What follows belongs to an exercise in optimizing a design on an open flow for small area; a production flow would make more cautious choices. Where RTL was checked, it was by simulation tests only, not by an equivalence proof against the original. Power figures rest on the tool's default switching activity, not on a simulated workload.

## Config
module Config (CLK, RST, Rx, ComActive, ReceiveLED, s_clk, s_data, SelfWriteData, SelfWriteStrobe, ConfigWriteData, ConfigWriteStrobe, FrameAddressRegister, LongFrameStrobe, RowSelect);
For scale: ~760 cells after synthesis, about 110 I/O pins, roughly 8500 sq um of cells after synthesis.
==> flow/config.mk <==
export PLATFORM = sky130hd
export DESIGN_NAME = Config
export DESIGN_NICKNAME = Config
export VERILOG_FILES = /design/flow/design.v
export SDC_FILE = /design/flow/constraint.sdc
export NUM_CORES = 4
export LEC_CHECK = 0
export CAP_MARGIN = 20
export CORE_MARGIN = 2
export CORE_UTILIZATION = 65
export PLACE_DENSITY = 0.75
export SLEW_MARGIN = 20
export SYNTH_HIERARCHICAL = 1
==> flow/constraint.sdc <==
create_clock -name core_clock -period 10.0 [get_ports {CLK}]
set_input_delay 2.0000 -clock core_clock [delete_from_list [all_inputs] [get_ports {CLK}]]
set_output_delay 2.0000 -clock core_clock [all_outputs]
set_load 0.01 [all_outputs]
standard.sh (not shown) runs the stock make flow with config.mk's settings and CLKGATE_MAP_FILE= SYNTH_SCRIPT=/design/flow/synth_recipe.tcl, a recipe that flattens the netlist after the stock synthesis.
==> flow/flow/run.sh <==
#!/bin/bash
# The standard layout (the standard.sh: standard synthesis, floorplan, power grid,
# tap cells, placement, CTS, routing), with two changes to how cells are chosen:
#  - the port buffers that every input and output gets are sky130_fd_sc_hd__buf_1
#  - CTS uses clkbuf_4 leaf clusters of at most 8 sinks and inserts no dummy loads
# ORFS writes each step's full log under orfs/logs/; make's own output goes to flow_make.log.
set -euo pipefail
bash standard.sh \
  "BUFFER_PORTS_ARGS=-buffer_cell sky130_fd_sc_hd__buf_1" \
  "CTS_ARGS=-sink_clustering_enable -repair_clock_nets -dont_use_dummy_load -buf_list sky130_fd_sc_hd__clkbuf_4 -sink_clustering_size 8 -sink_clustering_max_diameter 60" \
  finish > flow_make.log 2>&1
Change:
==> flow/flow/run.sh (replaced) <==
#!/bin/bash
# The standard layout (the standard.sh: standard synthesis, floorplan, power grid,
# tap cells, placement, CTS, routing), with two changes to how cells are chosen:
#  - the port buffers that every input and output gets are sky130_fd_sc_hd__buf_1
#  - CTS uses clkbuf_4 leaf clusters of at most 9 sinks under a clkbuf_8 root and inserts no dummy loads
# ORFS writes each step's full log under orfs/logs/; make's own output goes to flow_make.log.
set -euo pipefail
bash standard.sh \
  "BUFFER_PORTS_ARGS=-buffer_cell sky130_fd_sc_hd__buf_1" \
  "CTS_ARGS=-sink_clustering_enable -repair_clock_nets -dont_use_dummy_load -buf_list sky130_fd_sc_hd__clkbuf_4 -root_buf sky130_fd_sc_hd__clkbuf_8 -sink_clustering_size 9 -sink_clustering_max_diameter 60" \
  finish > flow_make.log 2>&1
- The new run passed the timing, design-rule and antenna checks
- global-route usage goes down by 0.56 points
- cell count falls slightly
- clock-buffer cell count is lower by 5
- worst setup slack loses 0.0098 ns
- register-to-register slack barely changes
Change:
==> flow/flow/run.sh (replaced) <==
#!/bin/bash
# The standard layout (the standard.sh: standard synthesis, floorplan, power grid,
# tap cells, placement, CTS, routing), with two changes to how cells are chosen:
#  - the port buffers that every input and output gets are sky130_fd_sc_hd__buf_1
#  - CTS uses clkbuf_16 leaf clusters of at most 30 sinks and inserts no dummy loads
# ORFS writes each step's full log under orfs/logs/; make's own output goes to flow_make.log.
set -euo pipefail
bash standard.sh \
  "BUFFER_PORTS_ARGS=-buffer_cell sky130_fd_sc_hd__buf_1" \
  "CTS_ARGS=-sink_clustering_enable -repair_clock_nets -dont_use_dummy_load -buf_list sky130_fd_sc_hd__clkbuf_16 -sink_clustering_size 30 -sink_clustering_max_diameter 60" \
  finish > flow_make.log 2>&1
Clock-buffer cell count came out lower by 16.
Final cell count is lower slightly.
Design area rises slightly.
First-iteration DRC count came out lower by a few percent.
Worst setup slack gets worse by 0.055 ns.
Register-to-register slack loses 0.05 ns.
Power grows by a few percent.
Critical path depth stays the same.


Starting RTL as in the previous note.
Settings: LEC_CHECK=0, CAP_MARGIN=20, CORE_MARGIN=2, CORE_UTILIZATION=65, PLACE_DENSITY=0.75, SLEW_MARGIN=20, SYNTH_HIERARCHICAL=1; clock period 10.0 ns.
==> flow/flow/run.sh <==
#!/bin/bash
# The standard layout (the standard.sh: standard synthesis, floorplan, power grid,
# tap cells, placement, CTS, routing), with two changes to how cells are chosen:
#  - the port buffers that every input and output gets are sky130_fd_sc_hd__buf_1
#  - CTS uses clkbuf_4 leaf clusters of at most 10 sinks and inserts no dummy loads
# ORFS writes each step's full log under orfs/logs/; make's own output goes to flow_make.log.
set -euo pipefail
bash standard.sh \
  "BUFFER_PORTS_ARGS=-buffer_cell sky130_fd_sc_hd__buf_1" \
  "CTS_ARGS=-sink_clustering_enable -repair_clock_nets -dont_use_dummy_load -buf_list sky130_fd_sc_hd__clkbuf_4 -sink_clustering_size 10 -sink_clustering_max_diameter 60" \
  finish > flow_make.log 2>&1
Then changed:
==> flow/flow/run.sh (replaced) <==
#!/bin/bash
# The standard layout (the standard.sh: standard synthesis, floorplan, power grid,
# tap cells, placement, CTS, routing), with two changes to how cells are chosen:
#  - the port buffers that every input and output gets are sky130_fd_sc_hd__buf_1
#  - CTS uses clkbuf_8 leaf clusters of at most 16 sinks within 40 um and inserts no dummy loads
# ORFS writes each step's full log under orfs/logs/; make's own output goes to flow_make.log.
set -euo pipefail
bash standard.sh \
  "BUFFER_PORTS_ARGS=-buffer_cell sky130_fd_sc_hd__buf_1" \
  "CTS_ARGS=-sink_clustering_enable -repair_clock_nets -dont_use_dummy_load -buf_list sky130_fd_sc_hd__clkbuf_8 -sink_clustering_size 16 -sink_clustering_max_diameter 40" \
  finish > flow_make.log 2>&1
The changed run produced a clean layout; clock skew rises by 0.026 ns; clock power is higher by 32%; cell count stays the same; final area went up by 1.8%; first-iteration DRC count goes down by 19%; total power is higher by 9.2%; register-to-register slack loses 0.03 ns; maximum frequency came out lower by 0.57%; sequential share of layout area goes down by 0.91 points.
Then changed:
==> flow/flow/run.sh (replaced) <==
#!/bin/bash
# The standard layout (the standard.sh: standard synthesis, floorplan, power grid,
# tap cells, placement, CTS, routing), with two changes to how cells are chosen:
#  - the port buffers that every input and output gets are sky130_fd_sc_hd__buf_1
#  - CTS builds the clock tree from clkbuf_4 with leaf clusters of at most 10 sinks,
#    and inserts no dummy loads
# ORFS writes each step's full log under orfs/logs/; make's own output goes to flow_make.log.
set -euo pipefail
bash standard.sh \
  "BUFFER_PORTS_ARGS=-buffer_cell sky130_fd_sc_hd__buf_1" \
  "CTS_ARGS=-sink_clustering_enable -repair_clock_nets -dont_use_dummy_load -buf_list sky130_fd_sc_hd__clkbuf_4 -sink_clustering_size 10 -sink_clustering_max_diameter 60" \
  finish > flow_make.log 2>&1
Result:
- critical path depth does not change
- worst hold slack is better by 0.0052 ns
- worst setup slack is better by 0.033 ns
Then changed:
- CAP_MARGIN: 20 -> 0
- SLEW_MARGIN: 20 -> 0
Outcome:
- wire length came out lower by 0.32%
- sequential power stays flat
- critical path depth stays the same
- core utilization goes down by 0.14 points
- area after synthesis is unchanged
- non-clock buffer count falls by 1
- global-route usage stays the same
- hold slack barely changes
- clock skew hardly moves


## purple
Starting RTL as in the previous note.
==> flow/config.mk <==
export PLATFORM = sky130hd
export DESIGN_NAME = Config
export DESIGN_NICKNAME = Config
export VERILOG_FILES = /design/flow/design.v
export SDC_FILE = /design/flow/constraint.sdc
export NUM_CORES = 4
export LEC_CHECK = 0
export CAP_MARGIN = 20
export CORE_MARGIN = 2
export CORE_UTILIZATION = 65
export PLACE_DENSITY = 0.75
export SLEW_MARGIN = 20
export SYNTH_HIERARCHICAL = 1
==> flow/constraint.sdc <==
create_clock -name core_clock -period 10.0 [get_ports {CLK}]
set_input_delay 2.0000 -clock core_clock [delete_from_list [all_inputs] [get_ports {CLK}]]
set_output_delay 2.0000 -clock core_clock [all_outputs]
set_load 0.01 [all_outputs]
==> flow/flow/run.sh <==
#!/bin/bash
# The standard layout (the standard.sh: standard synthesis, floorplan, power grid,
# tap cells, placement, CTS, routing), with two changes to how cells are chosen:
#  - the port buffers that every input and output gets are sky130_fd_sc_hd__buf_1
#  - CTS builds the clock tree from clkbuf_4 leaf clusters of at most 9 sinks under a clkbuf_8 root,
#    and inserts no dummy loads
# ORFS writes each step's full log under orfs/logs/; make's own output goes to flow_make.log.
set -euo pipefail
bash standard.sh \
  "BUFFER_PORTS_ARGS=-buffer_cell sky130_fd_sc_hd__buf_1" \
  "CTS_ARGS=-sink_clustering_enable -repair_clock_nets -dont_use_dummy_load -buf_list sky130_fd_sc_hd__clkbuf_4 -root_buf sky130_fd_sc_hd__clkbuf_8 -sink_clustering_size 9 -sink_clustering_max_diameter 60" \
  finish > flow_make.log 2>&1
Changes in red relative to purple:
==> flow/flow/run.sh <==
#!/bin/bash
# The standard layout (the standard.sh: standard synthesis, floorplan, power grid,
# tap cells, placement, CTS, routing), with two changes to how cells are chosen:
#  - the port buffers that every input and output gets are sky130_fd_sc_hd__buf_1
#  - CTS uses clkbuf_8 leaf clusters of at most 18 sinks and inserts no dummy loads
# ORFS writes each step's full log under orfs/logs/; make's own output goes to flow_make.log.
set -euo pipefail
bash standard.sh \
  "BUFFER_PORTS_ARGS=-buffer_cell sky130_fd_sc_hd__buf_1" \
  "CTS_ARGS=-sink_clustering_enable -repair_clock_nets -dont_use_dummy_load -buf_list sky130_fd_sc_hd__clkbuf_8 -sink_clustering_size 18 -sink_clustering_max_diameter 60" \
  finish > flow_make.log 2>&1
==> comparison <==
- When red is measured against purple, its setup slack turns out 0.035 ns lower.
- STATUS worst-case register-to-register setup slack: red loses against purple
- The maximum clock frequency of red is lower than that of purple.


## cedar
Another version of the RTL of Config (not shown whole).
Size in the first run: ~240 flip-flops, ~110 I/O pins, about 9700 sq um of cells after synthesis.
make LEC_CHECK=0 CAP_MARGIN=20 CORE_MARGIN=2 CORE_UTILIZATION=65 CTS_BUF_LIST=sky130_fd_sc_hd__clkbuf_16 CTS_CLUSTER_DIAMETER=80 CTS_CLUSTER_SIZE=36 PLACE_DENSITY=0.75 SLEW_MARGIN=20 finish   # period 10.0 ns
run.sh (not shown) runs the stock make flow with config.mk's settings and CLKGATE_MAP_FILE= SYNTH_SCRIPT=/design/flow/synth_recipe.tcl, a recipe that flattens the netlist after the stock synthesis.
Stock flow here: none of the scripts above is used.
For onyx, these inputs were changed with respect to cedar:
Settings: CTS_BUF_LIST now sky130_fd_sc_hd__clkbuf_8, was sky130_fd_sc_hd__clkbuf_16; CTS_CLUSTER_SIZE now 18, was 36; CTS_CLUSTER_DIAMETER now 60, was 80.
Notes after the runs:
- Slew at the pin closest to its max-slew limit: onyx < cedar
- onyx: final core area utilization is 0.43 points lower than what cedar reported.
- Between onyx and cedar, the all-layer global routing usage does not differ in any meaningful way.
- onyx has top achievable clock speed above what cedar had.
- ~same worst-case register-to-register setup slack in cedar and onyx
- Clock network fraction of design power | onyx below cedar
- Number of sinks on the clock net of cedar is on par with onyx.
- onyx: all stages complete, timing, DRC and antenna checks passed
- onyx vs. cedar: switching share of total power lost 0.20 points; period utilization lost 0.29 points; met2 track demand over resource lost 0.54 points; met2 layer wire length in the routed design lost 0.95%.
## Diff of input files: tundra against onyx
==> flow/flow/run.sh (new file) <==
#!/bin/bash
# The standard layout (the standard.sh: standard synthesis, floorplan, power grid,
# tap cells, placement, CTS, routing), with two changes to how cells are chosen:
#  - the port buffers that every input and output gets are sky130_fd_sc_hd__buf_1
#  - CTS uses clkbuf_8 leaf clusters of at most 18 sinks and inserts no dummy loads
# ORFS writes each step's full log under orfs/logs/; make's own output goes to flow_make.log.
set -euo pipefail
bash standard.sh \
  "BUFFER_PORTS_ARGS=-buffer_cell sky130_fd_sc_hd__buf_1" \
  "CTS_ARGS=-sink_clustering_enable -repair_clock_nets -dont_use_dummy_load -buf_list sky130_fd_sc_hd__clkbuf_8 -sink_clustering_size 18 -sink_clustering_max_diameter 60" \
  finish > flow_make.log 2>&1
==> flow/standard.sh (new file) <==
#!/bin/bash
# synth_recipe.tcl (not shown) runs the flow's synth.tcl, then flattens the netlist and writes it again
# the make line also repeats each setting of config.mk as NAME=value (left out here)
make -C /OpenROAD-flow-scripts/flow DESIGN_CONFIG=/design/flow/config.mk WORK_HOME=/design/flow/orfs CLKGATE_MAP_FILE= SYNTH_SCRIPT=/design/flow/synth_recipe.tcl "${@:-finish}"
removed: flow/run.sh
## What came out
- Going from onyx to tundra, overall track demand over capacity in global routing moved down, global-route wire length before repair moved down, data arrival time of the critical path moved down, routed wire length moved down, final worst setup slack moved up.
No functional check of the RTL was part of any run of this note.

[re-timing with driven ports]
The flow's constraints put no driver on any port. The routed layouts listed below were extracted and timed again, unchanged, in two steps. Step 1 (the two cells are an assumption about what drives the block):
set clk [get_ports {CLK}]
set_driving_cell -lib_cell sky130_fd_sc_hd__clkbuf_16 $clk
set_driving_cell -lib_cell sky130_fd_sc_hd__buf_2 [delete_from_list [all_inputs] $clk]
Step 2 also shifts input and output timing later by t, the mid clock arrival at the registers, as if the neighbouring blocks saw the same clock. Slacks: ideal ports / drivers / drivers and shift; pairs: ideal ports / drivers.
run | t (ns) | setup WS [ns] | worst setup path after step 2 | latest minus earliest clock arrival (ns) | worst slew at a driven data input, ns
the first run of note 1 | 0.615 | 4.303 / 4.303 / 4.303 | register to register | 0.037 / 0.038 | 0.04
the second run of note 1 | 0.552 | 4.293 / 4.293 / 4.293 | register to register | 0.060 / 0.061 | 0.04
the third run of note 1 | 0.495 | 4.239 / 4.239 / 4.239 | register to register | 0.055 / 0.056 | 0.04
the first run of note 2 | 0.665 | 4.292 / 4.292 / 4.292 | register to register | 0.034 / 0.034 | 0.04
the second run of note 2 | 0.548 | 4.260 / 4.260 / 4.260 | register to register | 0.060 / 0.060 | 0.04
the third run of note 2 | 0.665 | 4.292 / 4.292 / 4.292 | register to register | 0.034 / 0.034 | 0.04
the fourth run of note 2 | 0.667 | 4.285 / 4.285 / 4.285 | register to register | 0.033 / 0.033 | 0.04
purple | 0.552 | 4.293 / 4.293 / 4.293 | register to register | 0.060 / 0.061 | 0.04
red | 0.531 | 4.258 / 4.258 / 4.258 | register to register | 0.062 / 0.062 | 0.04
cedar | 0.500 | 4.324 / 4.289 / 4.289 | input to output | 0.021 / 0.020 | 0.05
onyx | 0.520 | 4.353 / 4.312 / 4.312 | input to output | 0.015 / 0.015 | 0.05
tundra | 0.520 | 5.111 / 5.090 / 5.090 | input to output | 0.046 / 0.045 | 0.04
After both steps every run listed still meets setup and hold. The setup slack of onyx, which loses most, moves by -0.041 ns with the drivers and by -0.041 ns with both steps.
